From an optimization exercise on the open Yosys and OpenROAD flow, aimed at small area and few clock cycles; shortcuts taken in it are not production practice. At most, simulation tests tie the RTL to the original design; equivalence was not proved. Function not checked in run 1: the RTL went through the layout flow alone. Power is estimated from default activity; no workload was simulated.

==> flow/design.v (outline; a module is shown in full before it is edited, if it fits) <==
// module alu: 600 lines
module alu #(
	parameter INST_W = 4,
	parameter INT_W  = 6,
	parameter FRAC_W = 10,
	parameter DATA_W = INT_W + FRAC_W
)(
	input                      i_clk,
	input                      i_rst_n,
	input                      i_in_valid,
	output                     o_busy,
	input         [INST_W-1:0] i_inst,
	input  signed [DATA_W-1:0] i_data_a,
	input  signed [DATA_W-1:0] i_data_b,
	output                     o_out_valid,
	output        [DATA_W-1:0] o_data
);
  // ...
==> flow/run.sh <==
#!/bin/bash
# synth_recipe.tcl (not shown) runs the flow's synth.tcl, then flattens the netlist and writes it again
# the make line also repeats each setting of config.mk as NAME=value (left out here)
make -C /OpenROAD-flow-scripts/flow DESIGN_CONFIG=/design/flow/config.mk WORK_HOME=/design/flow/orfs CLKGATE_MAP_FILE= SYNTH_SCRIPT=/design/flow/synth_recipe.tcl finish
==> flow/config.mk <==
export PLATFORM = sky130hd
export DESIGN_NAME = alu
export DESIGN_NICKNAME = alu
export VERILOG_FILES = /design/flow/design.v
export SDC_FILE = /design/flow/constraint.sdc
export NUM_CORES = 4
export LEC_CHECK = 0
export ABC_AREA = 1
export CAP_MARGIN = 20
export CORE_MARGIN = 2
export CORE_UTILIZATION = 45
export SLEW_MARGIN = 20
==> flow/constraint.sdc <==
create_clock -name core_clock -period 10.0 [get_ports {i_clk}]
set_input_delay 2.0000 -clock core_clock [delete_from_list [all_inputs] [get_ports {i_clk}]]
set_output_delay 2.0000 -clock core_clock [all_outputs]
set_load 0.01 [all_outputs]
==> key figures, run 1 <==
Final layout
  • Regs by FF count: acc_d: 320 flops, acc_v: 16 flops
  • Final core occ: 0.617
  • Fraction of area in multi-input gates: 0.438
  • #MultiIn Comb: 1942
  • Layout clock area frac: 0.0267
  • Commonest non-fill, non-tap cell in the layout: buf_4

Clock network
  • Root Buffer: clkbuf_16

STA
  • Pins over their slew limit: 0
  • Hold_ws: 0.475 ns
  • Worst setup margin: -0.299 ns
  • # setup viols final: 6
  • RSZ-0062 raised after global routing: true

Power
  • Internal power: 6.05 mW
  • Pwr Density: 332 nW/µm²

Logic synthesis
  • Adder-cell share of the synthesized area: 0.120
  • Avg Cell Area, Syn: 8.86 µm²
  • Most common cell in the netlist: nand2_1

Placed design
  • Gpl congestion: 0.972

Global route
  • Grt met1 use: 0.423
  • Global route overflow: 0
  • Vias in the first global route: 23030

Setup path
  • Max incr delay on CP: 0.53 ns

Die
  • Io pins: 57

Outcome
  • SO Faults: negative setup slack
  • Status: complete, but fails checks

Min path
  • HP Start: acc_v[15]$_DFFE_PN0P_

Job
  • Max cap viols: 0
==> module alu, before the edit <==
module alu #(
	parameter INST_W = 4,
	parameter INT_W  = 6,
	parameter FRAC_W = 10,
	parameter DATA_W = INT_W + FRAC_W
)(
	input                      i_clk,
	input                      i_rst_n,
	input                      i_in_valid,
	output                     o_busy,
	input         [INST_W-1:0] i_inst,
	input  signed [DATA_W-1:0] i_data_a,
	input  signed [DATA_W-1:0] i_data_b,
	output                     o_out_valid,
	output        [DATA_W-1:0] o_data
);
	wire [15:0] a  = i_data_a;
	wire [15:0] b  = i_data_b;
	wire [3:0]  op = i_inst;
	wire res_v = i_in_valid & ~(op[3] & (op[2] | op[1]));
	wire op_as  = (op == 4'd0) | (op == 4'd1);
	wire op_sub = (op == 4'd1);
	wire op_acc = (op == 4'd3);
	reg  [19:0] acc_d [0:15];
	reg  [15:0] acc_v;
	wire [3:0]  idx = a[3:0];
	wire        acc_we = i_in_valid & op_acc;
	wire [15:0] acc_sel;
	genvar g;
	generate for (g = 0; g < 16; g = g + 1) begin : g_sel
		assign acc_sel[g] = op_acc & acc_v[g] & (idx == g);
	end endgenerate
	reg [19:0] acc_rd;
	integer k;
	always @(*) begin
		acc_rd = 20'd0;
		for (k = 0; k < 16; k = k + 1)
			acc_rd = acc_rd | ({20{acc_sel[k]}} & acc_d[k]);
	end
	wire [19:0] ad_x = acc_rd | ({20{op_as}} & {{4{a[15]}}, a});
	wire [19:0] ad_y = {{4{b[15]}}, b} ^ {20{op_sub}};
	wire [19:0] ad_s = ad_x + ad_y + {19'd0, op_sub};
	wire ad_ovf = ad_s[19] ? (ad_s[18:15] != 4'hF) : (ad_s[18:15] != 4'h0);
	wire [15:0] ad_res = ad_ovf ? {ad_s[19], {15{~ad_s[19]}}} : ad_s[15:0];
	always @(posedge i_clk or negedge i_rst_n)
		if (!i_rst_n)
			acc_v <= 16'd0;
		else if (acc_we)
			acc_v[idx] <= 1'b1;
	generate for (g = 0; g < 16; g = g + 1) begin : g_acc
		always @(posedge i_clk)
			if (acc_we && idx == g)
				acc_d[g] <= ad_s;
	end endgenerate
	wire [15:0] mx_a = a;
	wire [15:0] mx_b = b;
	wire [16:0] mb_x = {mx_b, 1'b0};
	wire [16:0] ma_x = {mx_a[15], mx_a};
	wire mb_one0 = mb_x[1] ^ mb_x[0];
	wire mb_two0 = (mb_x[2] & ~mb_x[1] & ~mb_x[0]) | (~mb_x[2] & mb_x[1] & mb_x[0]);
	wire mb_neg0 = mb_x[2];
	wire mb_pp0_0 = ((mb_one0 & ma_x[0]) | (mb_two0 & 1'b0)) ^ mb_neg0;
	wire mb_pp0_1 = ((mb_one0 & ma_x[1]) | (mb_two0 & ma_x[0])) ^ mb_neg0;
	wire mb_pp0_2 = ((mb_one0 & ma_x[2]) | (mb_two0 & ma_x[1])) ^ mb_neg0;
	wire mb_pp0_3 = ((mb_one0 & ma_x[3]) | (mb_two0 & ma_x[2])) ^ mb_neg0;
	wire mb_pp0_4 = ((mb_one0 & ma_x[4]) | (mb_two0 & ma_x[3])) ^ mb_neg0;
	wire mb_pp0_5 = ((mb_one0 & ma_x[5]) | (mb_two0 & ma_x[4])) ^ mb_neg0;
	wire mb_pp0_6 = ((mb_one0 & ma_x[6]) | (mb_two0 & ma_x[5])) ^ mb_neg0;
	wire mb_pp0_7 = ((mb_one0 & ma_x[7]) | (mb_two0 & ma_x[6])) ^ mb_neg0;
	wire mb_pp0_8 = ((mb_one0 & ma_x[8]) | (mb_two0 & ma_x[7])) ^ mb_neg0;
	wire mb_pp0_9 = ((mb_one0 & ma_x[9]) | (mb_two0 & ma_x[8])) ^ mb_neg0;
	wire mb_pp0_10 = ((mb_one0 & ma_x[10]) | (mb_two0 & ma_x[9])) ^ mb_neg0;
	wire mb_pp0_11 = ((mb_one0 & ma_x[11]) | (mb_two0 & ma_x[10])) ^ mb_neg0;
	wire mb_pp0_12 = ((mb_one0 & ma_x[12]) | (mb_two0 & ma_x[11])) ^ mb_neg0;
	wire mb_pp0_13 = ((mb_one0 & ma_x[13]) | (mb_two0 & ma_x[12])) ^ mb_neg0;
	wire mb_pp0_14 = ((mb_one0 & ma_x[14]) | (mb_two0 & ma_x[13])) ^ mb_neg0;
	wire mb_pp0_15 = ((mb_one0 & ma_x[15]) | (mb_two0 & ma_x[14])) ^ mb_neg0;
	wire mb_pp0_16 = ~(((mb_one0 & ma_x[16]) | (mb_two0 & ma_x[15])) ^ mb_neg0);
	wire mb_one1 = mb_x[3] ^ mb_x[2];
	wire mb_two1 = (mb_x[4] & ~mb_x[3] & ~mb_x[2]) | (~mb_x[4] & mb_x[3] & mb_x[2]);
	wire mb_neg1 = mb_x[4];
	wire mb_pp1_0 = ((mb_one1 & ma_x[0]) | (mb_two1 & 1'b0)) ^ mb_neg1;
	wire mb_pp1_1 = ((mb_one1 & ma_x[1]) | (mb_two1 & ma_x[0])) ^ mb_neg1;
	wire mb_pp1_2 = ((mb_one1 & ma_x[2]) | (mb_two1 & ma_x[1])) ^ mb_neg1;
	wire mb_pp1_3 = ((mb_one1 & ma_x[3]) | (mb_two1 & ma_x[2])) ^ mb_neg1;
	wire mb_pp1_4 = ((mb_one1 & ma_x[4]) | (mb_two1 & ma_x[3])) ^ mb_neg1;
	wire mb_pp1_5 = ((mb_one1 & ma_x[5]) | (mb_two1 & ma_x[4])) ^ mb_neg1;
	wire mb_pp1_6 = ((mb_one1 & ma_x[6]) | (mb_two1 & ma_x[5])) ^ mb_neg1;
	wire mb_pp1_7 = ((mb_one1 & ma_x[7]) | (mb_two1 & ma_x[6])) ^ mb_neg1;
	wire mb_pp1_8 = ((mb_one1 & ma_x[8]) | (mb_two1 & ma_x[7])) ^ mb_neg1;
	wire mb_pp1_9 = ((mb_one1 & ma_x[9]) | (mb_two1 & ma_x[8])) ^ mb_neg1;
	wire mb_pp1_10 = ((mb_one1 & ma_x[10]) | (mb_two1 & ma_x[9])) ^ mb_neg1;
	wire mb_pp1_11 = ((mb_one1 & ma_x[11]) | (mb_two1 & ma_x[10])) ^ mb_neg1;
	wire mb_pp1_12 = ((mb_one1 & ma_x[12]) | (mb_two1 & ma_x[11])) ^ mb_neg1;
	wire mb_pp1_13 = ((mb_one1 & ma_x[13]) | (mb_two1 & ma_x[12])) ^ mb_neg1;
	wire mb_pp1_14 = ((mb_one1 & ma_x[14]) | (mb_two1 & ma_x[13])) ^ mb_neg1;
	wire mb_pp1_15 = ((mb_one1 & ma_x[15]) | (mb_two1 & ma_x[14])) ^ mb_neg1;
	wire mb_pp1_16 = ~(((mb_one1 & ma_x[16]) | (mb_two1 & ma_x[15])) ^ mb_neg1);
	wire mb_one2 = mb_x[5] ^ mb_x[4];
	wire mb_two2 = (mb_x[6] & ~mb_x[5] & ~mb_x[4]) | (~mb_x[6] & mb_x[5] & mb_x[4]);
	wire mb_neg2 = mb_x[6];
	wire mb_pp2_0 = ((mb_one2 & ma_x[0]) | (mb_two2 & 1'b0)) ^ mb_neg2;
	wire mb_pp2_1 = ((mb_one2 & ma_x[1]) | (mb_two2 & ma_x[0])) ^ mb_neg2;
	wire mb_pp2_2 = ((mb_one2 & ma_x[2]) | (mb_two2 & ma_x[1])) ^ mb_neg2;
	wire mb_pp2_3 = ((mb_one2 & ma_x[3]) | (mb_two2 & ma_x[2])) ^ mb_neg2;
	wire mb_pp2_4 = ((mb_one2 & ma_x[4]) | (mb_two2 & ma_x[3])) ^ mb_neg2;
	wire mb_pp2_5 = ((mb_one2 & ma_x[5]) | (mb_two2 & ma_x[4])) ^ mb_neg2;
	wire mb_pp2_6 = ((mb_one2 & ma_x[6]) | (mb_two2 & ma_x[5])) ^ mb_neg2;
	wire mb_pp2_7 = ((mb_one2 & ma_x[7]) | (mb_two2 & ma_x[6])) ^ mb_neg2;
	wire mb_pp2_8 = ((mb_one2 & ma_x[8]) | (mb_two2 & ma_x[7])) ^ mb_neg2;
	wire mb_pp2_9 = ((mb_one2 & ma_x[9]) | (mb_two2 & ma_x[8])) ^ mb_neg2;
	wire mb_pp2_10 = ((mb_one2 & ma_x[10]) | (mb_two2 & ma_x[9])) ^ mb_neg2;
	wire mb_pp2_11 = ((mb_one2 & ma_x[11]) | (mb_two2 & ma_x[10])) ^ mb_neg2;
	wire mb_pp2_12 = ((mb_one2 & ma_x[12]) | (mb_two2 & ma_x[11])) ^ mb_neg2;
	wire mb_pp2_13 = ((mb_one2 & ma_x[13]) | (mb_two2 & ma_x[12])) ^ mb_neg2;
	wire mb_pp2_14 = ((mb_one2 & ma_x[14]) | (mb_two2 & ma_x[13])) ^ mb_neg2;
	wire mb_pp2_15 = ((mb_one2 & ma_x[15]) | (mb_two2 & ma_x[14])) ^ mb_neg2;
	wire mb_pp2_16 = ~(((mb_one2 & ma_x[16]) | (mb_two2 & ma_x[15])) ^ mb_neg2);
	wire mb_one3 = mb_x[7] ^ mb_x[6];
	wire mb_two3 = (mb_x[8] & ~mb_x[7] & ~mb_x[6]) | (~mb_x[8] & mb_x[7] & mb_x[6]);
	wire mb_neg3 = mb_x[8];
	wire mb_pp3_0 = ((mb_one3 & ma_x[0]) | (mb_two3 & 1'b0)) ^ mb_neg3;
	wire mb_pp3_1 = ((mb_one3 & ma_x[1]) | (mb_two3 & ma_x[0])) ^ mb_neg3;
	wire mb_pp3_2 = ((mb_one3 & ma_x[2]) | (mb_two3 & ma_x[1])) ^ mb_neg3;
	wire mb_pp3_3 = ((mb_one3 & ma_x[3]) | (mb_two3 & ma_x[2])) ^ mb_neg3;
	wire mb_pp3_4 = ((mb_one3 & ma_x[4]) | (mb_two3 & ma_x[3])) ^ mb_neg3;
	wire mb_pp3_5 = ((mb_one3 & ma_x[5]) | (mb_two3 & ma_x[4])) ^ mb_neg3;
	wire mb_pp3_6 = ((mb_one3 & ma_x[6]) | (mb_two3 & ma_x[5])) ^ mb_neg3;
	wire mb_pp3_7 = ((mb_one3 & ma_x[7]) | (mb_two3 & ma_x[6])) ^ mb_neg3;
	wire mb_pp3_8 = ((mb_one3 & ma_x[8]) | (mb_two3 & ma_x[7])) ^ mb_neg3;
	wire mb_pp3_9 = ((mb_one3 & ma_x[9]) | (mb_two3 & ma_x[8])) ^ mb_neg3;
	wire mb_pp3_10 = ((mb_one3 & ma_x[10]) | (mb_two3 & ma_x[9])) ^ mb_neg3;
	wire mb_pp3_11 = ((mb_one3 & ma_x[11]) | (mb_two3 & ma_x[10])) ^ mb_neg3;
	wire mb_pp3_12 = ((mb_one3 & ma_x[12]) | (mb_two3 & ma_x[11])) ^ mb_neg3;
	wire mb_pp3_13 = ((mb_one3 & ma_x[13]) | (mb_two3 & ma_x[12])) ^ mb_neg3;
	wire mb_pp3_14 = ((mb_one3 & ma_x[14]) | (mb_two3 & ma_x[13])) ^ mb_neg3;
	wire mb_pp3_15 = ((mb_one3 & ma_x[15]) | (mb_two3 & ma_x[14])) ^ mb_neg3;
	wire mb_pp3_16 = ~(((mb_one3 & ma_x[16]) | (mb_two3 & ma_x[15])) ^ mb_neg3);
	wire mb_one4 = mb_x[9] ^ mb_x[8];
	wire mb_two4 = (mb_x[10] & ~mb_x[9] & ~mb_x[8]) | (~mb_x[10] & mb_x[9] & mb_x[8]);
	wire mb_neg4 = mb_x[10];
	wire mb_pp4_0 = ((mb_one4 & ma_x[0]) | (mb_two4 & 1'b0)) ^ mb_neg4;
	wire mb_pp4_1 = ((mb_one4 & ma_x[1]) | (mb_two4 & ma_x[0])) ^ mb_neg4;
	wire mb_pp4_2 = ((mb_one4 & ma_x[2]) | (mb_two4 & ma_x[1])) ^ mb_neg4;
	wire mb_pp4_3 = ((mb_one4 & ma_x[3]) | (mb_two4 & ma_x[2])) ^ mb_neg4;
	wire mb_pp4_4 = ((mb_one4 & ma_x[4]) | (mb_two4 & ma_x[3])) ^ mb_neg4;
	wire mb_pp4_5 = ((mb_one4 & ma_x[5]) | (mb_two4 & ma_x[4])) ^ mb_neg4;
	wire mb_pp4_6 = ((mb_one4 & ma_x[6]) | (mb_two4 & ma_x[5])) ^ mb_neg4;
	wire mb_pp4_7 = ((mb_one4 & ma_x[7]) | (mb_two4 & ma_x[6])) ^ mb_neg4;
	wire mb_pp4_8 = ((mb_one4 & ma_x[8]) | (mb_two4 & ma_x[7])) ^ mb_neg4;
	wire mb_pp4_9 = ((mb_one4 & ma_x[9]) | (mb_two4 & ma_x[8])) ^ mb_neg4;
	wire mb_pp4_10 = ((mb_one4 & ma_x[10]) | (mb_two4 & ma_x[9])) ^ mb_neg4;
	wire mb_pp4_11 = ((mb_one4 & ma_x[11]) | (mb_two4 & ma_x[10])) ^ mb_neg4;
	wire mb_pp4_12 = ((mb_one4 & ma_x[12]) | (mb_two4 & ma_x[11])) ^ mb_neg4;
	wire mb_pp4_13 = ((mb_one4 & ma_x[13]) | (mb_two4 & ma_x[12])) ^ mb_neg4;
	wire mb_pp4_14 = ((mb_one4 & ma_x[14]) | (mb_two4 & ma_x[13])) ^ mb_neg4;
	wire mb_pp4_15 = ((mb_one4 & ma_x[15]) | (mb_two4 & ma_x[14])) ^ mb_neg4;
	wire mb_pp4_16 = ~(((mb_one4 & ma_x[16]) | (mb_two4 & ma_x[15])) ^ mb_neg4);
	wire mb_one5 = mb_x[11] ^ mb_x[10];
	wire mb_two5 = (mb_x[12] & ~mb_x[11] & ~mb_x[10]) | (~mb_x[12] & mb_x[11] & mb_x[10]);
	wire mb_neg5 = mb_x[12];
	wire mb_pp5_0 = ((mb_one5 & ma_x[0]) | (mb_two5 & 1'b0)) ^ mb_neg5;
	wire mb_pp5_1 = ((mb_one5 & ma_x[1]) | (mb_two5 & ma_x[0])) ^ mb_neg5;
	wire mb_pp5_2 = ((mb_one5 & ma_x[2]) | (mb_two5 & ma_x[1])) ^ mb_neg5;
	wire mb_pp5_3 = ((mb_one5 & ma_x[3]) | (mb_two5 & ma_x[2])) ^ mb_neg5;
	wire mb_pp5_4 = ((mb_one5 & ma_x[4]) | (mb_two5 & ma_x[3])) ^ mb_neg5;
	wire mb_pp5_5 = ((mb_one5 & ma_x[5]) | (mb_two5 & ma_x[4])) ^ mb_neg5;
	wire mb_pp5_6 = ((mb_one5 & ma_x[6]) | (mb_two5 & ma_x[5])) ^ mb_neg5;
	wire mb_pp5_7 = ((mb_one5 & ma_x[7]) | (mb_two5 & ma_x[6])) ^ mb_neg5;
	wire mb_pp5_8 = ((mb_one5 & ma_x[8]) | (mb_two5 & ma_x[7])) ^ mb_neg5;
	wire mb_pp5_9 = ((mb_one5 & ma_x[9]) | (mb_two5 & ma_x[8])) ^ mb_neg5;
	wire mb_pp5_10 = ((mb_one5 & ma_x[10]) | (mb_two5 & ma_x[9])) ^ mb_neg5;
	wire mb_pp5_11 = ((mb_one5 & ma_x[11]) | (mb_two5 & ma_x[10])) ^ mb_neg5;
	wire mb_pp5_12 = ((mb_one5 & ma_x[12]) | (mb_two5 & ma_x[11])) ^ mb_neg5;
	wire mb_pp5_13 = ((mb_one5 & ma_x[13]) | (mb_two5 & ma_x[12])) ^ mb_neg5;
	wire mb_pp5_14 = ((mb_one5 & ma_x[14]) | (mb_two5 & ma_x[13])) ^ mb_neg5;
	wire mb_pp5_15 = ((mb_one5 & ma_x[15]) | (mb_two5 & ma_x[14])) ^ mb_neg5;
	wire mb_pp5_16 = ~(((mb_one5 & ma_x[16]) | (mb_two5 & ma_x[15])) ^ mb_neg5);
	wire mb_one6 = mb_x[13] ^ mb_x[12];
	wire mb_two6 = (mb_x[14] & ~mb_x[13] & ~mb_x[12]) | (~mb_x[14] & mb_x[13] & mb_x[12]);
	wire mb_neg6 = mb_x[14];
	wire mb_pp6_0 = ((mb_one6 & ma_x[0]) | (mb_two6 & 1'b0)) ^ mb_neg6;
	wire mb_pp6_1 = ((mb_one6 & ma_x[1]) | (mb_two6 & ma_x[0])) ^ mb_neg6;
	wire mb_pp6_2 = ((mb_one6 & ma_x[2]) | (mb_two6 & ma_x[1])) ^ mb_neg6;
	wire mb_pp6_3 = ((mb_one6 & ma_x[3]) | (mb_two6 & ma_x[2])) ^ mb_neg6;
	wire mb_pp6_4 = ((mb_one6 & ma_x[4]) | (mb_two6 & ma_x[3])) ^ mb_neg6;
	wire mb_pp6_5 = ((mb_one6 & ma_x[5]) | (mb_two6 & ma_x[4])) ^ mb_neg6;
	wire mb_pp6_6 = ((mb_one6 & ma_x[6]) | (mb_two6 & ma_x[5])) ^ mb_neg6;
	wire mb_pp6_7 = ((mb_one6 & ma_x[7]) | (mb_two6 & ma_x[6])) ^ mb_neg6;
	wire mb_pp6_8 = ((mb_one6 & ma_x[8]) | (mb_two6 & ma_x[7])) ^ mb_neg6;
	wire mb_pp6_9 = ((mb_one6 & ma_x[9]) | (mb_two6 & ma_x[8])) ^ mb_neg6;
	wire mb_pp6_10 = ((mb_one6 & ma_x[10]) | (mb_two6 & ma_x[9])) ^ mb_neg6;
	wire mb_pp6_11 = ((mb_one6 & ma_x[11]) | (mb_two6 & ma_x[10])) ^ mb_neg6;
	wire mb_pp6_12 = ((mb_one6 & ma_x[12]) | (mb_two6 & ma_x[11])) ^ mb_neg6;
	wire mb_pp6_13 = ((mb_one6 & ma_x[13]) | (mb_two6 & ma_x[12])) ^ mb_neg6;
	wire mb_pp6_14 = ((mb_one6 & ma_x[14]) | (mb_two6 & ma_x[13])) ^ mb_neg6;
	wire mb_pp6_15 = ((mb_one6 & ma_x[15]) | (mb_two6 & ma_x[14])) ^ mb_neg6;
	wire mb_pp6_16 = ~(((mb_one6 & ma_x[16]) | (mb_two6 & ma_x[15])) ^ mb_neg6);
	wire mb_one7 = mb_x[15] ^ mb_x[14];
	wire mb_two7 = (mb_x[16] & ~mb_x[15] & ~mb_x[14]) | (~mb_x[16] & mb_x[15] & mb_x[14]);
	wire mb_neg7 = mb_x[16];
	wire mb_pp7_0 = ((mb_one7 & ma_x[0]) | (mb_two7 & 1'b0)) ^ mb_neg7;
	wire mb_pp7_1 = ((mb_one7 & ma_x[1]) | (mb_two7 & ma_x[0])) ^ mb_neg7;
	wire mb_pp7_2 = ((mb_one7 & ma_x[2]) | (mb_two7 & ma_x[1])) ^ mb_neg7;
	wire mb_pp7_3 = ((mb_one7 & ma_x[3]) | (mb_two7 & ma_x[2])) ^ mb_neg7;
	wire mb_pp7_4 = ((mb_one7 & ma_x[4]) | (mb_two7 & ma_x[3])) ^ mb_neg7;
	wire mb_pp7_5 = ((mb_one7 & ma_x[5]) | (mb_two7 & ma_x[4])) ^ mb_neg7;
	wire mb_pp7_6 = ((mb_one7 & ma_x[6]) | (mb_two7 & ma_x[5])) ^ mb_neg7;
	wire mb_pp7_7 = ((mb_one7 & ma_x[7]) | (mb_two7 & ma_x[6])) ^ mb_neg7;
	wire mb_pp7_8 = ((mb_one7 & ma_x[8]) | (mb_two7 & ma_x[7])) ^ mb_neg7;
	wire mb_pp7_9 = ((mb_one7 & ma_x[9]) | (mb_two7 & ma_x[8])) ^ mb_neg7;
	wire mb_pp7_10 = ((mb_one7 & ma_x[10]) | (mb_two7 & ma_x[9])) ^ mb_neg7;
	wire mb_pp7_11 = ((mb_one7 & ma_x[11]) | (mb_two7 & ma_x[10])) ^ mb_neg7;
	wire mb_pp7_12 = ((mb_one7 & ma_x[12]) | (mb_two7 & ma_x[11])) ^ mb_neg7;
	wire mb_pp7_13 = ((mb_one7 & ma_x[13]) | (mb_two7 & ma_x[12])) ^ mb_neg7;
	wire mb_pp7_14 = ((mb_one7 & ma_x[14]) | (mb_two7 & ma_x[13])) ^ mb_neg7;
	wire mb_pp7_15 = ((mb_one7 & ma_x[15]) | (mb_two7 & ma_x[14])) ^ mb_neg7;
	wire mb_pp7_16 = ~(((mb_one7 & ma_x[16]) | (mb_two7 & ma_x[15])) ^ mb_neg7);
	wire mt_s1 = mb_neg5 ^ mb_pp0_10;
	wire mt_c1 = mb_neg5 & mb_pp0_10;
	wire mt_s2 = mb_pp0_11 ^ mb_pp1_9;
	wire mt_c2 = mb_pp0_11 & mb_pp1_9;
	wire mt_s3 = mb_neg6 ^ mb_pp0_12 ^ mb_pp1_10;
	wire mt_c3 = (mb_neg6 & mb_pp0_12) | (mb_neg6 & mb_pp1_10) | (mb_pp0_12 & mb_pp1_10);
	wire mt_s4 = mb_pp2_8 ^ mb_pp3_6;
	wire mt_c4 = mb_pp2_8 & mb_pp3_6;
	wire mt_s5 = mb_pp0_13 ^ mb_pp1_11 ^ mb_pp2_9;
	wire mt_c5 = (mb_pp0_13 & mb_pp1_11) | (mb_pp0_13 & mb_pp2_9) | (mb_pp1_11 & mb_pp2_9);
	wire mt_s6 = mb_pp3_7 ^ mb_pp4_5;
	wire mt_c6 = mb_pp3_7 & mb_pp4_5;
	wire mt_s7 = mb_neg7 ^ mb_pp0_14 ^ mb_pp1_12;
	wire mt_c7 = (mb_neg7 & mb_pp0_14) | (mb_neg7 & mb_pp1_12) | (mb_pp0_14 & mb_pp1_12);
	wire mt_s8 = mb_pp2_10 ^ mb_pp3_8 ^ mb_pp4_6;
	wire mt_c8 = (mb_pp2_10 & mb_pp3_8) | (mb_pp2_10 & mb_pp4_6) | (mb_pp3_8 & mb_pp4_6);
	wire mt_s9 = mb_pp5_4 ^ mb_pp6_2;
	wire mt_c9 = mb_pp5_4 & mb_pp6_2;
	wire mt_s10 = mb_pp0_15 ^ mb_pp1_13 ^ mb_pp2_11;
	wire mt_c10 = (mb_pp0_15 & mb_pp1_13) | (mb_pp0_15 & mb_pp2_11) | (mb_pp1_13 & mb_pp2_11);
	wire mt_s11 = mb_pp3_9 ^ mb_pp4_7 ^ mb_pp5_5;
	wire mt_c11 = (mb_pp3_9 & mb_pp4_7) | (mb_pp3_9 & mb_pp5_5) | (mb_pp4_7 & mb_pp5_5);
	wire mt_s12 = mb_pp6_3 ^ mb_pp7_1;
	wire mt_c12 = mb_pp6_3 & mb_pp7_1;
	wire mt_s13 = 1'b1 ^ mb_pp0_16 ^ mb_pp1_14;
	wire mt_c13 = (1'b1 & mb_pp0_16) | (1'b1 & mb_pp1_14) | (mb_pp0_16 & mb_pp1_14);
	wire mt_s14 = mb_pp2_12 ^ mb_pp3_10 ^ mb_pp4_8;
	wire mt_c14 = (mb_pp2_12 & mb_pp3_10) | (mb_pp2_12 & mb_pp4_8) | (mb_pp3_10 & mb_pp4_8);
	wire mt_s15 = mb_pp5_6 ^ mb_pp6_4 ^ mb_pp7_2;
	wire mt_c15 = (mb_pp5_6 & mb_pp6_4) | (mb_pp5_6 & mb_pp7_2) | (mb_pp6_4 & mb_pp7_2);
	wire mt_s16 = 1'b1 ^ mb_pp1_15 ^ mb_pp2_13;
	wire mt_c16 = (1'b1 & mb_pp1_15) | (1'b1 & mb_pp2_13) | (mb_pp1_15 & mb_pp2_13);
	wire mt_s17 = mb_pp3_11 ^ mb_pp4_9 ^ mb_pp5_7;
	wire mt_c17 = (mb_pp3_11 & mb_pp4_9) | (mb_pp3_11 & mb_pp5_7) | (mb_pp4_9 & mb_pp5_7);
	wire mt_s18 = mb_pp6_5 ^ mb_pp7_3;
	wire mt_c18 = mb_pp6_5 & mb_pp7_3;
	wire mt_s19 = mb_pp1_16 ^ mb_pp2_14 ^ mb_pp3_12;
	wire mt_c19 = (mb_pp1_16 & mb_pp2_14) | (mb_pp1_16 & mb_pp3_12) | (mb_pp2_14 & mb_pp3_12);
	wire mt_s20 = mb_pp4_10 ^ mb_pp5_8 ^ mb_pp6_6;
	wire mt_c20 = (mb_pp4_10 & mb_pp5_8) | (mb_pp4_10 & mb_pp6_6) | (mb_pp5_8 & mb_pp6_6);
	wire mt_s21 = 1'b1 ^ mb_pp2_15 ^ mb_pp3_13;
	wire mt_c21 = (1'b1 & mb_pp2_15) | (1'b1 & mb_pp3_13) | (mb_pp2_15 & mb_pp3_13);
	wire mt_s22 = mb_pp4_11 ^ mb_pp5_9;
	wire mt_c22 = mb_pp4_11 & mb_pp5_9;
	wire mt_s23 = mb_pp2_16 ^ mb_pp3_14 ^ mb_pp4_12;
	wire mt_c23 = (mb_pp2_16 & mb_pp3_14) | (mb_pp2_16 & mb_pp4_12) | (mb_pp3_14 & mb_pp4_12);
	wire mt_s24 = 1'b1 ^ mb_pp3_15;
	wire mt_c24 = 1'b1 & mb_pp3_15;
	wire mt_s25 = mb_neg3 ^ mb_pp0_6;
	wire mt_c25 = mb_neg3 & mb_pp0_6;
	wire mt_s26 = mb_pp0_7 ^ mb_pp1_5;
	wire mt_c26 = mb_pp0_7 & mb_pp1_5;
	wire mt_s27 = mb_neg4 ^ mb_pp0_8 ^ mb_pp1_6;
	wire mt_c27 = (mb_neg4 & mb_pp0_8) | (mb_neg4 & mb_pp1_6) | (mb_pp0_8 & mb_pp1_6);
	wire mt_s28 = mb_pp2_4 ^ mb_pp3_2;
	wire mt_c28 = mb_pp2_4 & mb_pp3_2;
	wire mt_s29 = 1'b1 ^ mb_pp0_9 ^ mb_pp1_7;
	wire mt_c29 = (1'b1 & mb_pp0_9) | (1'b1 & mb_pp1_7) | (mb_pp0_9 & mb_pp1_7);
	wire mt_s30 = mb_pp2_5 ^ mb_pp3_3 ^ mb_pp4_1;
	wire mt_c30 = (mb_pp2_5 & mb_pp3_3) | (mb_pp2_5 & mb_pp4_1) | (mb_pp3_3 & mb_pp4_1);
	wire mt_s31 = mb_pp1_8 ^ mb_pp2_6 ^ mb_pp3_4;
	wire mt_c31 = (mb_pp1_8 & mb_pp2_6) | (mb_pp1_8 & mb_pp3_4) | (mb_pp2_6 & mb_pp3_4);
	wire mt_s32 = mb_pp4_2 ^ mb_pp5_0 ^ mt_s1;
	wire mt_c32 = (mb_pp4_2 & mb_pp5_0) | (mb_pp4_2 & mt_s1) | (mb_pp5_0 & mt_s1);
	wire mt_s33 = mb_pp2_7 ^ mb_pp3_5 ^ mb_pp4_3;
	wire mt_c33 = (mb_pp2_7 & mb_pp3_5) | (mb_pp2_7 & mb_pp4_3) | (mb_pp3_5 & mb_pp4_3);
	wire mt_s34 = mb_pp5_1 ^ mt_c1 ^ mt_s2;
	wire mt_c34 = (mb_pp5_1 & mt_c1) | (mb_pp5_1 & mt_s2) | (mt_c1 & mt_s2);
	wire mt_s35 = mb_pp4_4 ^ mb_pp5_2 ^ mb_pp6_0;
	wire mt_c35 = (mb_pp4_4 & mb_pp5_2) | (mb_pp4_4 & mb_pp6_0) | (mb_pp5_2 & mb_pp6_0);
	wire mt_s36 = mt_c2 ^ mt_s4 ^ mt_s3;
	wire mt_c36 = (mt_c2 & mt_s4) | (mt_c2 & mt_s3) | (mt_s4 & mt_s3);
	wire mt_s37 = mb_pp5_3 ^ mb_pp6_1 ^ mt_c4;
	wire mt_c37 = (mb_pp5_3 & mb_pp6_1) | (mb_pp5_3 & mt_c4) | (mb_pp6_1 & mt_c4);
	wire mt_s38 = mt_s6 ^ mt_c3 ^ mt_s5;
	wire mt_c38 = (mt_s6 & mt_c3) | (mt_s6 & mt_s5) | (mt_c3 & mt_s5);
	wire mt_s39 = mb_pp7_0 ^ mt_c6 ^ mt_s9;
	wire mt_c39 = (mb_pp7_0 & mt_c6) | (mb_pp7_0 & mt_s9) | (mt_c6 & mt_s9);
	wire mt_s40 = mt_c5 ^ mt_s7 ^ mt_s8;
	wire mt_c40 = (mt_c5 & mt_s7) | (mt_c5 & mt_s8) | (mt_s7 & mt_s8);
	wire mt_s41 = mt_c9 ^ mt_s12 ^ mt_c7;
	wire mt_c41 = (mt_c9 & mt_s12) | (mt_c9 & mt_c7) | (mt_s12 & mt_c7);
	wire mt_s42 = mt_c8 ^ mt_s10 ^ mt_s11;
	wire mt_c42 = (mt_c8 & mt_s10) | (mt_c8 & mt_s11) | (mt_s10 & mt_s11);
	wire mt_s43 = mt_c12 ^ mt_c10 ^ mt_c11;
	wire mt_c43 = (mt_c12 & mt_c10) | (mt_c12 & mt_c11) | (mt_c10 & mt_c11);
	wire mt_s44 = mt_s13 ^ mt_s14 ^ mt_s15;
	wire mt_c44 = (mt_s13 & mt_s14) | (mt_s13 & mt_s15) | (mt_s14 & mt_s15);
	wire mt_s45 = mt_s18 ^ mt_c13 ^ mt_c14;
	wire mt_c45 = (mt_s18 & mt_c13) | (mt_s18 & mt_c14) | (mt_c13 & mt_c14);
	wire mt_s46 = mt_c15 ^ mt_s16 ^ mt_s17;
	wire mt_c46 = (mt_c15 & mt_s16) | (mt_c15 & mt_s17) | (mt_s16 & mt_s17);
	wire mt_s47 = mb_pp7_4 ^ mt_c18 ^ mt_c16;
	wire mt_c47 = (mb_pp7_4 & mt_c18) | (mb_pp7_4 & mt_c16) | (mt_c18 & mt_c16);
	wire mt_s48 = mt_c17 ^ mt_s19 ^ mt_s20;
	wire mt_c48 = (mt_c17 & mt_s19) | (mt_c17 & mt_s20) | (mt_s19 & mt_s20);
	wire mt_s49 = mb_pp6_7 ^ mb_pp7_5 ^ mt_s22;
	wire mt_c49 = (mb_pp6_7 & mb_pp7_5) | (mb_pp6_7 & mt_s22) | (mb_pp7_5 & mt_s22);
	wire mt_s50 = mt_c19 ^ mt_c20 ^ mt_s21;
	wire mt_c50 = (mt_c19 & mt_c20) | (mt_c19 & mt_s21) | (mt_c20 & mt_s21);
	wire mt_s51 = mb_pp5_10 ^ mb_pp6_8 ^ mb_pp7_6;
	wire mt_c51 = (mb_pp5_10 & mb_pp6_8) | (mb_pp5_10 & mb_pp7_6) | (mb_pp6_8 & mb_pp7_6);
	wire mt_s52 = mt_c22 ^ mt_c21 ^ mt_s23;
	wire mt_c52 = (mt_c22 & mt_c21) | (mt_c22 & mt_s23) | (mt_c21 & mt_s23);
	wire mt_s53 = mb_pp4_13 ^ mb_pp5_11 ^ mb_pp6_9;
	wire mt_c53 = (mb_pp4_13 & mb_pp5_11) | (mb_pp4_13 & mb_pp6_9) | (mb_pp5_11 & mb_pp6_9);
	wire mt_s54 = mb_pp7_7 ^ mt_s24 ^ mt_c23;
	wire mt_c54 = (mb_pp7_7 & mt_s24) | (mb_pp7_7 & mt_c23) | (mt_s24 & mt_c23);
	wire mt_s55 = mb_pp3_16 ^ mb_pp4_14 ^ mb_pp5_12;
	wire mt_c55 = (mb_pp3_16 & mb_pp4_14) | (mb_pp3_16 & mb_pp5_12) | (mb_pp4_14 & mb_pp5_12);
	wire mt_s56 = mb_pp6_10 ^ mb_pp7_8 ^ mt_c24;
	wire mt_c56 = (mb_pp6_10 & mb_pp7_8) | (mb_pp6_10 & mt_c24) | (mb_pp7_8 & mt_c24);
	wire mt_s57 = 1'b1 ^ mb_pp4_15 ^ mb_pp5_13;
	wire mt_c57 = (1'b1 & mb_pp4_15) | (1'b1 & mb_pp5_13) | (mb_pp4_15 & mb_pp5_13);
	wire mt_s58 = mb_pp6_11 ^ mb_pp7_9;
	wire mt_c58 = mb_pp6_11 & mb_pp7_9;
	wire mt_s59 = mb_pp4_16 ^ mb_pp5_14 ^ mb_pp6_12;
	wire mt_c59 = (mb_pp4_16 & mb_pp5_14) | (mb_pp4_16 & mb_pp6_12) | (mb_pp5_14 & mb_pp6_12);
	wire mt_s60 = 1'b1 ^ mb_pp5_15;
	wire mt_c60 = 1'b1 & mb_pp5_15;
	wire mt_s61 = mb_neg2 ^ mb_pp0_4;
	wire mt_c61 = mb_neg2 & mb_pp0_4;
	wire mt_s62 = mb_pp0_5 ^ mb_pp1_3;
	wire mt_c62 = mb_pp0_5 & mb_pp1_3;
	wire mt_s63 = mb_pp1_4 ^ mb_pp2_2 ^ mb_pp3_0;
	wire mt_c63 = (mb_pp1_4 & mb_pp2_2) | (mb_pp1_4 & mb_pp3_0) | (mb_pp2_2 & mb_pp3_0);
	wire mt_s64 = mb_pp2_3 ^ mb_pp3_1 ^ mt_c25;
	wire mt_c64 = (mb_pp2_3 & mb_pp3_1) | (mb_pp2_3 & mt_c25) | (mb_pp3_1 & mt_c25);
	wire mt_s65 = mb_pp4_0 ^ mt_c26 ^ mt_s28;
	wire mt_c65 = (mb_pp4_0 & mt_c26) | (mb_pp4_0 & mt_s28) | (mt_c26 & mt_s28);
	wire mt_s66 = mt_c28 ^ mt_c27 ^ mt_s29;
	wire mt_c66 = (mt_c28 & mt_c27) | (mt_c28 & mt_s29) | (mt_c27 & mt_s29);
	wire mt_s67 = mt_c29 ^ mt_c30 ^ mt_s31;
	wire mt_c67 = (mt_c29 & mt_c30) | (mt_c29 & mt_s31) | (mt_c30 & mt_s31);
	wire mt_s68 = mt_c31 ^ mt_s33 ^ mt_c32;
	wire mt_c68 = (mt_c31 & mt_s33) | (mt_c31 & mt_c32) | (mt_s33 & mt_c32);
	wire mt_s69 = mt_c33 ^ mt_s35 ^ mt_c34;
	wire mt_c69 = (mt_c33 & mt_s35) | (mt_c33 & mt_c34) | (mt_s35 & mt_c34);
	wire mt_s70 = mt_c35 ^ mt_s37 ^ mt_c36;
	wire mt_c70 = (mt_c35 & mt_s37) | (mt_c35 & mt_c36) | (mt_s37 & mt_c36);
	wire mt_s71 = mt_c37 ^ mt_s39 ^ mt_c38;
	wire mt_c71 = (mt_c37 & mt_s39) | (mt_c37 & mt_c38) | (mt_s39 & mt_c38);
	wire mt_s72 = mt_c39 ^ mt_c40 ^ mt_s41;
	wire mt_c72 = (mt_c39 & mt_c40) | (mt_c39 & mt_s41) | (mt_c40 & mt_s41);
	wire mt_s73 = mt_c41 ^ mt_c42 ^ mt_s43;
	wire mt_c73 = (mt_c41 & mt_c42) | (mt_c41 & mt_s43) | (mt_c42 & mt_s43);
	wire mt_s74 = mt_c43 ^ mt_c44 ^ mt_s45;
	wire mt_c74 = (mt_c43 & mt_c44) | (mt_c43 & mt_s45) | (mt_c44 & mt_s45);
	wire mt_s75 = mt_c45 ^ mt_c46 ^ mt_s47;
	wire mt_c75 = (mt_c45 & mt_c46) | (mt_c45 & mt_s47) | (mt_c46 & mt_s47);
	wire mt_s76 = mt_s49 ^ mt_c47 ^ mt_c48;
	wire mt_c76 = (mt_s49 & mt_c47) | (mt_s49 & mt_c48) | (mt_c47 & mt_c48);
	wire mt_s77 = mt_s51 ^ mt_c49 ^ mt_c50;
	wire mt_c77 = (mt_s51 & mt_c49) | (mt_s51 & mt_c50) | (mt_c49 & mt_c50);
	wire mt_s78 = mt_c51 ^ mt_s53 ^ mt_c52;
	wire mt_c78 = (mt_c51 & mt_s53) | (mt_c51 & mt_c52) | (mt_s53 & mt_c52);
	wire mt_s79 = mt_c53 ^ mt_s55 ^ mt_s56;
	wire mt_c79 = (mt_c53 & mt_s55) | (mt_c53 & mt_s56) | (mt_s55 & mt_s56);
	wire mt_s80 = mt_s58 ^ mt_c55 ^ mt_s57;
	wire mt_c80 = (mt_s58 & mt_c55) | (mt_s58 & mt_s57) | (mt_c55 & mt_s57);
	wire mt_s81 = mb_pp7_10 ^ mt_c58 ^ mt_c57;
	wire mt_c81 = (mb_pp7_10 & mt_c58) | (mb_pp7_10 & mt_c57) | (mt_c58 & mt_c57);
	wire mt_s82 = mb_pp6_13 ^ mb_pp7_11 ^ mt_s60;
	wire mt_c82 = (mb_pp6_13 & mb_pp7_11) | (mb_pp6_13 & mt_s60) | (mb_pp7_11 & mt_s60);
	wire mt_s83 = mb_pp5_16 ^ mb_pp6_14 ^ mb_pp7_12;
	wire mt_c83 = (mb_pp5_16 & mb_pp6_14) | (mb_pp5_16 & mb_pp7_12) | (mb_pp6_14 & mb_pp7_12);
	wire mt_s84 = 1'b1 ^ mb_pp6_15;
	wire mt_c84 = 1'b1 & mb_pp6_15;
	wire mt_s85 = mb_neg1 ^ mb_pp0_2;
	wire mt_c85 = mb_neg1 & mb_pp0_2;
	wire mt_s86 = mb_pp0_3 ^ mb_pp1_1;
	wire mt_c86 = mb_pp0_3 & mb_pp1_1;
	wire mt_s87 = mb_pp1_2 ^ mb_pp2_0 ^ mt_s61;
	wire mt_c87 = (mb_pp1_2 & mb_pp2_0) | (mb_pp1_2 & mt_s61) | (mb_pp2_0 & mt_s61);
	wire mt_s88 = mb_pp2_1 ^ mt_c61 ^ mt_s62;
	wire mt_c88 = (mb_pp2_1 & mt_c61) | (mb_pp2_1 & mt_s62) | (mt_c61 & mt_s62);
	wire mt_s89 = mt_c62 ^ mt_s25 ^ mt_s63;
	wire mt_c89 = (mt_c62 & mt_s25) | (mt_c62 & mt_s63) | (mt_s25 & mt_s63);
	wire mt_s90 = mt_s26 ^ mt_c63 ^ mt_s64;
	wire mt_c90 = (mt_s26 & mt_c63) | (mt_s26 & mt_s64) | (mt_c63 & mt_s64);
	wire mt_s91 = mt_s27 ^ mt_c64 ^ mt_s65;
	wire mt_c91 = (mt_s27 & mt_c64) | (mt_s27 & mt_s65) | (mt_c64 & mt_s65);
	wire mt_s92 = mt_s30 ^ mt_c65 ^ mt_s66;
	wire mt_c92 = (mt_s30 & mt_c65) | (mt_s30 & mt_s66) | (mt_c65 & mt_s66);
	wire mt_s93 = mt_s32 ^ mt_c66 ^ mt_s67;
	wire mt_c93 = (mt_s32 & mt_c66) | (mt_s32 & mt_s67) | (mt_c66 & mt_s67);
	wire mt_s94 = mt_s34 ^ mt_c67 ^ mt_s68;
	wire mt_c94 = (mt_s34 & mt_c67) | (mt_s34 & mt_s68) | (mt_c67 & mt_s68);
	wire mt_s95 = mt_s36 ^ mt_c68 ^ mt_s69;
	wire mt_c95 = (mt_s36 & mt_c68) | (mt_s36 & mt_s69) | (mt_c68 & mt_s69);
	wire mt_s96 = mt_s38 ^ mt_c69 ^ mt_s70;
	wire mt_c96 = (mt_s38 & mt_c69) | (mt_s38 & mt_s70) | (mt_c69 & mt_s70);
	wire mt_s97 = mt_s40 ^ mt_c70 ^ mt_s71;
	wire mt_c97 = (mt_s40 & mt_c70) | (mt_s40 & mt_s71) | (mt_c70 & mt_s71);
	wire mt_s98 = mt_s42 ^ mt_c71 ^ mt_s72;
	wire mt_c98 = (mt_s42 & mt_c71) | (mt_s42 & mt_s72) | (mt_c71 & mt_s72);
	wire mt_s99 = mt_s44 ^ mt_c72 ^ mt_s73;
	wire mt_c99 = (mt_s44 & mt_c72) | (mt_s44 & mt_s73) | (mt_c72 & mt_s73);
	wire mt_s100 = mt_s46 ^ mt_c73 ^ mt_s74;
	wire mt_c100 = (mt_s46 & mt_c73) | (mt_s46 & mt_s74) | (mt_c73 & mt_s74);
	wire mt_s101 = mt_s48 ^ mt_c74 ^ mt_s75;
	wire mt_c101 = (mt_s48 & mt_c74) | (mt_s48 & mt_s75) | (mt_c74 & mt_s75);
	wire mt_s102 = mt_s50 ^ mt_c75 ^ mt_s76;
	wire mt_c102 = (mt_s50 & mt_c75) | (mt_s50 & mt_s76) | (mt_c75 & mt_s76);
	wire mt_s103 = mt_s52 ^ mt_c76 ^ mt_s77;
	wire mt_c103 = (mt_s52 & mt_c76) | (mt_s52 & mt_s77) | (mt_c76 & mt_s77);
	wire mt_s104 = mt_s54 ^ mt_c77 ^ mt_s78;
	wire mt_c104 = (mt_s54 & mt_c77) | (mt_s54 & mt_s78) | (mt_c77 & mt_s78);
	wire mt_s105 = mt_c54 ^ mt_s79 ^ mt_c78;
	wire mt_c105 = (mt_c54 & mt_s79) | (mt_c54 & mt_c78) | (mt_s79 & mt_c78);
	wire mt_s106 = mt_c56 ^ mt_s80 ^ mt_c79;
	wire mt_c106 = (mt_c56 & mt_s80) | (mt_c56 & mt_c79) | (mt_s80 & mt_c79);
	wire mt_s107 = mt_s59 ^ mt_c80 ^ mt_s81;
	wire mt_c107 = (mt_s59 & mt_c80) | (mt_s59 & mt_s81) | (mt_c80 & mt_s81);
	wire mt_s108 = mt_c59 ^ mt_s82 ^ mt_c81;
	wire mt_c108 = (mt_c59 & mt_s82) | (mt_c59 & mt_c81) | (mt_s82 & mt_c81);
	wire mt_s109 = mt_c60 ^ mt_s83 ^ mt_c82;
	wire mt_c109 = (mt_c60 & mt_s83) | (mt_c60 & mt_c82) | (mt_s83 & mt_c82);
	wire mt_s110 = mb_pp7_13 ^ mt_s84 ^ mt_c83;
	wire mt_c110 = (mb_pp7_13 & mt_s84) | (mb_pp7_13 & mt_c83) | (mt_s84 & mt_c83);
	wire mt_s111 = mb_pp6_16 ^ mb_pp7_14 ^ mt_c84;
	wire mt_c111 = (mb_pp6_16 & mb_pp7_14) | (mb_pp6_16 & mt_c84) | (mb_pp7_14 & mt_c84);
	wire mt_s112 = 1'b1 ^ mb_pp7_15;
	wire mt_c112 = 1'b1 & mb_pp7_15;
	wire [31:0] mp_s = {1'b1, mt_c112, mt_c111, mt_c110, mt_c109, mt_c108, mt_c107, mt_c106, mt_c105, mt_c104, mt_c103, mt_c102, mt_c101, mt_c100, mt_c99, mt_c98, mt_c97, mt_c96, mt_c95, mt_c94, mt_c93, mt_c92, mt_c91, mt_c90, mt_c89, mt_c88, mt_c87, mt_c86, mt_c85, mt_s85, mb_pp0_1, mb_neg0};
	wire [31:0] mp_c = {1'b0, mb_pp7_16, mt_s112, mt_s111, mt_s110, mt_s109, mt_s108, mt_s107, mt_s106, mt_s105, mt_s104, mt_s103, mt_s102, mt_s101, mt_s100, mt_s99, mt_s98, mt_s97, mt_s96, mt_s95, mt_s94, mt_s93, mt_s92, mt_s91, mt_s90, mt_s89, mt_s88, mt_s87, mt_s86, mb_pp1_0, 1'b0, mb_pp0_0};
	wire [31:0] pr = mp_s + mp_c;
	wire mul_ovf = pr[31] ? (pr[30:25] != 6'h3F) : (pr[30:25] != 6'h00);
	wire [15:0] mul_res = mul_ovf ? {pr[31], {15{~pr[31]}}} : pr[25:10];
	wire [5:0] ai = a[15:10];
	wire sp_pass = ~ai[5] & (ai[4:1] != 4'd0);           
	wire sp_c0   = ~ai[5] & (ai[4:1] == 4'd0);           
	wire sp_c1   = (ai == 6'h3F);                        
	wire sp_c2   = (ai == 6'h3E);                        
	wire sp_c3   = (ai == 6'h3D);                        
	wire [12:0] sp_n = sp_c0 ? {a[10], ~a[10], a[9:0], 1'b1} :
	                   sp_c1 ? {2'b00, 1'b1, a[9:0]} :
	                   sp_c2 ? {1'b0, a[9], ~a[9], a[8:0], 1'b0} :
	                           {3'b000, a[9:0]};
	wire [12:0] sp1_q;
	assign sp1_q[12] = 1'b0 | (1'b0 & sp_n[12]);
	wire sp1_r1_12 = (1'b0 & ~sp_n[12]) | (1'b0 & sp_n[12]);
	wire sp1_r0_12 = (~1'b0 & ~1'b0 & sp_n[12]) | (1'b0 & ~sp_n[12]);
	assign sp1_q[11] = sp1_r1_12 | (sp1_r0_12 & sp_n[11]);
	wire sp1_r1_11 = (sp1_r0_12 & ~sp_n[11]) | (sp1_r1_12 & sp_n[11]);
	wire sp1_r0_11 = (~sp1_r1_12 & ~sp1_r0_12 & sp_n[11]) | (sp1_r1_12 & ~sp_n[11]);
	assign sp1_q[10] = sp1_r1_11 | (sp1_r0_11 & sp_n[10]);
	wire sp1_r1_10 = (sp1_r0_11 & ~sp_n[10]) | (sp1_r1_11 & sp_n[10]);
	wire sp1_r0_10 = (~sp1_r1_11 & ~sp1_r0_11 & sp_n[10]) | (sp1_r1_11 & ~sp_n[10]);
	assign sp1_q[9] = sp1_r1_10 | (sp1_r0_10 & sp_n[9]);
	wire sp1_r1_9 = (sp1_r0_10 & ~sp_n[9]) | (sp1_r1_10 & sp_n[9]);
	wire sp1_r0_9 = (~sp1_r1_10 & ~sp1_r0_10 & sp_n[9]) | (sp1_r1_10 & ~sp_n[9]);
	assign sp1_q[8] = sp1_r1_9 | (sp1_r0_9 & sp_n[8]);
	wire sp1_r1_8 = (sp1_r0_9 & ~sp_n[8]) | (sp1_r1_9 & sp_n[8]);
	wire sp1_r0_8 = (~sp1_r1_9 & ~sp1_r0_9 & sp_n[8]) | (sp1_r1_9 & ~sp_n[8]);
	assign sp1_q[7] = sp1_r1_8 | (sp1_r0_8 & sp_n[7]);
	wire sp1_r1_7 = (sp1_r0_8 & ~sp_n[7]) | (sp1_r1_8 & sp_n[7]);
	wire sp1_r0_7 = (~sp1_r1_8 & ~sp1_r0_8 & sp_n[7]) | (sp1_r1_8 & ~sp_n[7]);
	assign sp1_q[6] = sp1_r1_7 | (sp1_r0_7 & sp_n[6]);
	wire sp1_r1_6 = (sp1_r0_7 & ~sp_n[6]) | (sp1_r1_7 & sp_n[6]);
	wire sp1_r0_6 = (~sp1_r1_7 & ~sp1_r0_7 & sp_n[6]) | (sp1_r1_7 & ~sp_n[6]);
	assign sp1_q[5] = sp1_r1_6 | (sp1_r0_6 & sp_n[5]);
	wire sp1_r1_5 = (sp1_r0_6 & ~sp_n[5]) | (sp1_r1_6 & sp_n[5]);
	wire sp1_r0_5 = (~sp1_r1_6 & ~sp1_r0_6 & sp_n[5]) | (sp1_r1_6 & ~sp_n[5]);
	assign sp1_q[4] = sp1_r1_5 | (sp1_r0_5 & sp_n[4]);
	wire sp1_r1_4 = (sp1_r0_5 & ~sp_n[4]) | (sp1_r1_5 & sp_n[4]);
	wire sp1_r0_4 = (~sp1_r1_5 & ~sp1_r0_5 & sp_n[4]) | (sp1_r1_5 & ~sp_n[4]);
	assign sp1_q[3] = sp1_r1_4 | (sp1_r0_4 & sp_n[3]);
	wire sp1_r1_3 = (sp1_r0_4 & ~sp_n[3]) | (sp1_r1_4 & sp_n[3]);
	wire sp1_r0_3 = (~sp1_r1_4 & ~sp1_r0_4 & sp_n[3]) | (sp1_r1_4 & ~sp_n[3]);
	assign sp1_q[2] = sp1_r1_3 | (sp1_r0_3 & sp_n[2]);
	wire sp1_r1_2 = (sp1_r0_3 & ~sp_n[2]) | (sp1_r1_3 & sp_n[2]);
	wire sp1_r0_2 = (~sp1_r1_3 & ~sp1_r0_3 & sp_n[2]) | (sp1_r1_3 & ~sp_n[2]);
	assign sp1_q[1] = sp1_r1_2 | (sp1_r0_2 & sp_n[1]);
	wire sp1_r1_1 = (sp1_r0_2 & ~sp_n[1]) | (sp1_r1_2 & sp_n[1]);
	wire sp1_r0_1 = (~sp1_r1_2 & ~sp1_r0_2 & sp_n[1]) | (sp1_r1_2 & ~sp_n[1]);
	assign sp1_q[0] = sp1_r1_1 | (sp1_r0_1 & sp_n[0]);
	wire sp1_r1_0 = (sp1_r0_1 & ~sp_n[0]) | (sp1_r1_1 & sp_n[0]);
	wire sp1_r0_0 = (~sp1_r1_1 & ~sp1_r0_1 & sp_n[0]) | (sp1_r1_1 & ~sp_n[0]);
	wire [1:0] sp1_r = {sp1_r1_0, sp1_r0_0};
	wire [11:0] sp2_q;
	assign sp2_q[11] = 1'b0 | (1'b0 & sp1_q[11]);
	wire sp2_r1_11 = (1'b0 & ~sp1_q[11]) | (1'b0 & sp1_q[11]);
	wire sp2_r0_11 = (~1'b0 & ~1'b0 & sp1_q[11]) | (1'b0 & ~sp1_q[11]);
	assign sp2_q[10] = sp2_r1_11 | (sp2_r0_11 & sp1_q[10]);
	wire sp2_r1_10 = (sp2_r0_11 & ~sp1_q[10]) | (sp2_r1_11 & sp1_q[10]);
	wire sp2_r0_10 = (~sp2_r1_11 & ~sp2_r0_11 & sp1_q[10]) | (sp2_r1_11 & ~sp1_q[10]);
	assign sp2_q[9] = sp2_r1_10 | (sp2_r0_10 & sp1_q[9]);
	wire sp2_r1_9 = (sp2_r0_10 & ~sp1_q[9]) | (sp2_r1_10 & sp1_q[9]);
	wire sp2_r0_9 = (~sp2_r1_10 & ~sp2_r0_10 & sp1_q[9]) | (sp2_r1_10 & ~sp1_q[9]);
	assign sp2_q[8] = sp2_r1_9 | (sp2_r0_9 & sp1_q[8]);
	wire sp2_r1_8 = (sp2_r0_9 & ~sp1_q[8]) | (sp2_r1_9 & sp1_q[8]);
	wire sp2_r0_8 = (~sp2_r1_9 & ~sp2_r0_9 & sp1_q[8]) | (sp2_r1_9 & ~sp1_q[8]);
	assign sp2_q[7] = sp2_r1_8 | (sp2_r0_8 & sp1_q[7]);
	wire sp2_r1_7 = (sp2_r0_8 & ~sp1_q[7]) | (sp2_r1_8 & sp1_q[7]);
	wire sp2_r0_7 = (~sp2_r1_8 & ~sp2_r0_8 & sp1_q[7]) | (sp2_r1_8 & ~sp1_q[7]);
	assign sp2_q[6] = sp2_r1_7 | (sp2_r0_7 & sp1_q[6]);
	wire sp2_r1_6 = (sp2_r0_7 & ~sp1_q[6]) | (sp2_r1_7 & sp1_q[6]);
	wire sp2_r0_6 = (~sp2_r1_7 & ~sp2_r0_7 & sp1_q[6]) | (sp2_r1_7 & ~sp1_q[6]);
	assign sp2_q[5] = sp2_r1_6 | (sp2_r0_6 & sp1_q[5]);
	wire sp2_r1_5 = (sp2_r0_6 & ~sp1_q[5]) | (sp2_r1_6 & sp1_q[5]);
	wire sp2_r0_5 = (~sp2_r1_6 & ~sp2_r0_6 & sp1_q[5]) | (sp2_r1_6 & ~sp1_q[5]);
	assign sp2_q[4] = sp2_r1_5 | (sp2_r0_5 & sp1_q[4]);
	wire sp2_r1_4 = (sp2_r0_5 & ~sp1_q[4]) | (sp2_r1_5 & sp1_q[4]);
	wire sp2_r0_4 = (~sp2_r1_5 & ~sp2_r0_5 & sp1_q[4]) | (sp2_r1_5 & ~sp1_q[4]);
	assign sp2_q[3] = sp2_r1_4 | (sp2_r0_4 & sp1_q[3]);
	wire sp2_r1_3 = (sp2_r0_4 & ~sp1_q[3]) | (sp2_r1_4 & sp1_q[3]);
	wire sp2_r0_3 = (~sp2_r1_4 & ~sp2_r0_4 & sp1_q[3]) | (sp2_r1_4 & ~sp1_q[3]);
	assign sp2_q[2] = sp2_r1_3 | (sp2_r0_3 & sp1_q[2]);
	wire sp2_r1_2 = (sp2_r0_3 & ~sp1_q[2]) | (sp2_r1_3 & sp1_q[2]);
	wire sp2_r0_2 = (~sp2_r1_3 & ~sp2_r0_3 & sp1_q[2]) | (sp2_r1_3 & ~sp1_q[2]);
	assign sp2_q[1] = sp2_r1_2 | (sp2_r0_2 & sp1_q[1]);
	wire sp2_r1_1 = (sp2_r0_2 & ~sp1_q[1]) | (sp2_r1_2 & sp1_q[1]);
	wire sp2_r0_1 = (~sp2_r1_2 & ~sp2_r0_2 & sp1_q[1]) | (sp2_r1_2 & ~sp1_q[1]);
	assign sp2_q[0] = sp2_r1_1 | (sp2_r0_1 & sp1_q[0]);
	wire sp2_r1_0 = (sp2_r0_1 & ~sp1_q[0]) | (sp2_r1_1 & sp1_q[0]);
	wire sp2_r0_0 = (~sp2_r1_1 & ~sp2_r0_1 & sp1_q[0]) | (sp2_r1_1 & ~sp1_q[0]);
	wire [1:0] sp2_r = {sp2_r1_0, sp2_r0_0};
	wire [3:0] sp_m9 = {1'b0, sp2_r, 1'b0} + {2'b0, sp2_r} + {2'b0, sp1_r};
	wire sp_inc = sp_c1 ? (sp1_r == 2'd2) :
	              sp_c2 ? (sp_m9 >= 4'd5) :
	              sp_c3 ? (sp_m9 >= 4'd5) : 1'b0;
	wire [10:0] sp_q = (sp_c2 | sp_c3) ? sp2_q[10:0] : sp1_q[10:0];
	wire [10:0] sp_v = sp_q + {10'd0, sp_inc};
	wire [15:0] sp_res = sp_pass ? a : {5'd0, sp_v & {11{sp_c0 | sp_c1 | sp_c2 | sp_c3}}};
	wire op_ars = (op == 4'd6);
	wire [3:0] sh_n = ~b[3:0] + 4'd1;
	wire [3:0] sh = op_ars ? b[3:0] : sh_n;
	wire [15:0] rr0 = sh[0] ? {a[0], a[15:1]} : a;
	wire [15:0] rr1 = sh[1] ? {rr0[1:0], rr0[15:2]} : rr0;
	wire [15:0] rr2 = sh[2] ? {rr1[3:0], rr1[15:4]} : rr1;
	wire [15:0] rr3 = sh[3] ? {rr2[7:0], rr2[15:8]} : rr2;
	wire b_hi = (b[15:4] != 12'd0);
	reg [15:0] ars_keep;
	integer j;
	always @(*)
		for (j = 0; j < 16; j = j + 1)
			ars_keep[j] = ~b_hi & ({1'b0, b[3:0]} <= 5'd15 - j);
	wire [15:0] ars_res = (rr3 & ars_keep) | ({16{a[15]}} & ~ars_keep);
	wire rot_zero = b_hi ? (b[15:5] != 11'd0 || b[3:0] != 4'd0) : 1'b0;  
	wire [15:0] rot_res = rot_zero ? 16'd0 : rr3;
	function [4:0] f_clz;
		input [15:0] x;
		integer i;
		begin
			f_clz = 5'd16;
			for (i = 0; i < 16; i = i + 1)
				if (x[i]) f_clz = 5'd15 - i;
		end
	endfunction
	wire [4:0] clz = f_clz(a);
	function [15:0] f_rev;
		input [15:0] x, y;
		integer i;
		begin
			f_rev = 16'd0;
			for (i = 0; i < 13; i = i + 1)
				f_rev[i] = (x[i +: 4] == y[(15 - i) -: 4]);
		end
	endfunction
	wire [15:0] rev_res = f_rev(a, b);
	function [15:0] f_res;
		input [3:0] o;
		input [15:0] r_ad, r_mul, r_sp, r_xor, r_ars, r_rot, r_clz, r_rev;
		case (o)
			4'd0, 4'd1, 4'd3: f_res = r_ad;
			4'd2: f_res = r_mul;
			4'd4: f_res = r_sp;
			4'd5: f_res = r_xor;
			4'd6: f_res = r_ars;
			4'd7: f_res = r_rot;
			4'd8: f_res = r_clz;
			4'd9: f_res = r_rev;
			default: f_res = 16'd0;
		endcase
	endfunction
	wire [15:0] res = f_res(op, ad_res, mul_res, sp_res, a ^ b, ars_res, rot_res,
	                        {11'd0, clz}, rev_res);
	assign o_busy      = 1'b0;
	assign o_out_valid = res_v;
	assign o_data      = res;
endmodule
==> run 2, diff against run 1 <==
--- a/flow/design.v
+++ b/flow/design.v
@@ -594,7 +594,16 @@
 	endfunction
 	wire [15:0] res = f_res(op, ad_res, mul_res, sp_res, a ^ b, ars_res, rot_res,
 	                        {11'd0, clz}, rev_res);
+	reg        out_v_r;
+	reg [15:0] out_d_r;
+	always @(posedge i_clk or negedge i_rst_n)
+		if (!i_rst_n)
+			out_v_r <= 1'b0;
+		else
+			out_v_r <= res_v;
+	always @(posedge i_clk)
+		out_d_r <= res;
 	assign o_busy      = 1'b0;
-	assign o_out_valid = res_v;
-	assign o_data      = res;
+	assign o_out_valid = out_v_r;
+	assign o_data      = out_d_r;
 endmodule
--- a/flow/config.mk
+++ b/flow/config.mk
@@ -9,4 +9,8 @@
 export CAP_MARGIN = 20
 export CORE_MARGIN = 2
 export CORE_UTILIZATION = 45
+export CTS_BUF_LIST = sky130_fd_sc_hd__clkbuf_16
+export CTS_CLUSTER_DIAMETER = 80
+export CTS_CLUSTER_SIZE = 24
+export GPL_TIMING_DRIVEN = 0
 export SLEW_MARGIN = 20
==> run 2 against run 1 <==
Compared with the run above:
- now clean on timing, DRC and antenna
- cell count fell by 11%
- clock skew grew 0.0042 ns
- synthesized cell count up 0.14%
- clock power shrank 11%
- wire length is 4.0% lower
- largest cell class unchanged
==> key figures, run 2 <==
Logic synthesis
  • Area fraction of the dominant cell type after synthesis: 0.384 (was 0.386)
  • Ys async rst share: 0.0482 (was 0.0476)
  • Net Count, Synth: 3034 (was 3030)
  • Synth top area cells: edfxtp_1, nand2_1, fa_1 (unchanged)
  • Yosys warns: 2 (unchanged)
  • Post-synthesis cell count: 2811 (was 2807)
  • Compound-cell area share of the yosys netlist: 0.141 (was 0.142)
  • Adder-cell share of the synthesized area: 0.119 (was 0.120)
  • Xor and xnor area share after synthesis: 0.0787 (was 0.0803)
  • Mux share of post-synthesis cell area: 0 (was 0.000403)
  • Avg Cell Area, Syn: 8.91 µm² (was 8.86 µm²)
  • Most common cell in the netlist: nand2_1 (unchanged)
  • Largest family of logic cells by synthesized area: simple AND/OR/NAND/NOR gates (unchanged)

STA
  • FMAX: 103 MHz (was 97.1 MHz)
  • Pins over their slew limit: 0 (unchanged)
  • Post-layout minimum cycle time: 9.70 ns (was 10.30 ns)
  • RSZ-0062 raised after global routing: false (was true)
  • # setup viols final: 0 (was 6)
  • Hold_ws: 0.459 ns (was 0.475 ns)

Global route
  • Vias in the first global route: 20138 (was 23030)
  • Global route overflow: 0 (unchanged)

Clock network
  • CTS Buf Count: 21 (was 28)
  • Root Buffer: clkbuf_16 (unchanged)
  • H-tree levels: 1 (unchanged)
  • Post-CTS Hold Fix Bufs: 0 (unchanged)

Setup path
  • Most used cell along the critical path: inv_1
  • Delay-heaviest family, CP: buffers and inverters (was simple AND/OR/NAND/NOR gates)
  • CP endpoint kind: register (was output pin)
  • Worst Path Buf+Inv: 12 (was 13)
  • CP Max Fanout: 10 (was 5)
  • Required @ worst endpoint: 10.49 ns (was 8.00 ns)
  • Max incr delay on CP: 0.67 ns (was 0.53 ns)
  • CP startpoint kind: input pin (unchanged)

Drt
  • Vias: 21026 (was 23283)
  • Metal3 WL: 5.67 mm (was 5.53 mm)
  • Max Used Layer: met5 (was met4)
  • Drt first pass iters: 7 (was 5)

Min path
  • HP Start: acc_v[0]$_DFFE_PN0P_ (was acc_v[15]$_DFFE_PN0P_)

Job
  • Max cap viols: 0 (unchanged)

Placed design
  • DP Cell Count: 3606 (was 3958)
  • Gpl congestion: 1.01 (was 0.972)

Outcome
  • Status: no timing/DRC/antenna violations (was complete, but fails checks)

Die
  • Initial Utilization: 0.455 (was 0.453)
  • Core region area: 55100 µm² (was 54900 µm²)
  • Io pins: 57 (unchanged)

Power
  • Pwr Density: 258 nW/µm² (was 332 nW/µm²)

Final layout
  • Storage element area: 10400 µm² (was 10000 µm²)
  • Commonest non-fill, non-tap cell in the layout: nand2_1 (was buf_4)
  • Regs by FF count: acc_d: 320 flops, acc_v: 16 flops, out_d_r: 16 flops (was acc_d: 320 flops, acc_v: 16 flops)
==> run 2: changes by cell type after synthesis, moves of 12 or more <==
cell | previous run | this run
a211oi_1 | 12 | 24
a221oi_1 | 57 | 29
buf_1 | 18 | 33
dfxtp_1 | 0 | 16
inv_2 | 26 | 12
nand2_1 | 548 | 533
nand3_1 | 100 | 145
nand4_1 | 79 | 53
o2111ai_1 | 20 | 5
==> run 2: final cells by class <==
type                            count  share of cell area
Antenna cell                        1           0.0000908
Tap cell                          748              0.0339
Multi-Input combinational cell   1925               0.467
Clock inverter                     14             0.00667
Clock buffer                       21              0.0191
Inverter                          385              0.0533
Sequential cell                   353               0.376
Buffer                            145              0.0231
Timing Repair Buffer               58              0.0216
==> run 2: logic make-up after synthesis <==
| group | Yosys count |
|---|---|
| simple gates | 951 |
| compound gates | 564 |
| other cells | 1 |
| fa+ha+maj | 184 |
| buf+inv | 533 |
| xor+xnor | 225 |
| flops | 353 |
==> run 2: repair_timing <==
| item | 4_1_cts | 5_1_grt |
|---|---|---|
| setup endpoints to repair | 15 | 15 |
| gates resized for setup | 22 | 46 |
| setup buffers | 1 | 10 |
==> run 2: worst min-delay path, delay by kind of cell, from the launching register on <==
kind / cells / cell delay [ns]
and+or+nand+nor: 1 / 0.05
DFF: 1 / 0.33
buffers and inverters: 1 / 0.05
==> run 2: where the power goes <==
| part | internal [mW] | switching [mW] | total [mW] |
|---|---|---|---|
| logic | 1.43 | 3.04 | 4.47 |
| clock network | 0.452 | 0.513 | 0.965 |
| registers | 1.68 | 0.00483 | 1.69 |
==> run 2: worst min-delay path by stage <==
| stage | endpoint | cells after the start |
|---|---|---|
| 4_1_cts | acc_v[0]$_DFFE_PN0P_ | 2 |
| 2_1_floorplan | acc_v[0]$_DFFE_PN0P_ | 2 |
| 3_3_place_gp | acc_v[0]$_DFFE_PN0P_ | 2 |
| 5_1_grt | acc_v[14]$_DFFE_PN0P_ | 2 |
| 3_5_place_dp | acc_v[0]$_DFFE_PN0P_ | 2 |
| 6_report | acc_v[0]$_DFFE_PN0P_ | 2 |
==> run 2: metrics by stage <==
| step | utilization | setup TNS, ns | setup slack (ns) |
|---|---|---|---|
| after floorplan | - | 0 | 1.51 |
| after global placement | 0.479 | -28.57 | -1.36 |
| after detailed placement | 0.483 | -37.22 | -1.43 |
| after CTS | 0.497 | 0 | 0.00377 |
| after global routing | 0.501 | 0 | 0.0347 |
| final | 0.501 | 0 | 0.304 |
==> run 2: routing by layer <==
metal,GRT usage,vias up
li1,-,9762
met1,0.420,10240
met2,0.510,846
met3,0.0365,176
met4,0.111,2
met5,0,-
Testbench counts of run 2, summed over its fixed seeds: cycles 8,008.

## what the ideal ports hide
No port has a modelled driver above. Below, the same layouts with a new extraction and two added sets of constraints.
Step 1: set_driving_cell puts a clkbuf_16 on i_clk and a buf_2 on each other input, an assumption about the parent block.
Step 2, shift: input delay + t, output delay - t, t = (earliest + latest rising clock arrival at the registers) / 2. This alone moves slack from input paths to output paths.
Slacks: ideal ports / drivers / drivers and shift; pairs: ideal ports / drivers.
| run | shift t [ns] | setup slack, ns |
|---|---|---|
| run 1 | 0.593 | -0.299 / -0.338 / -0.338 |
| run 2 | 0.625 | 0.304 / 0.335 / -0.290 |
Met with ideal ports but missed after step 2: setup timing in run 2.
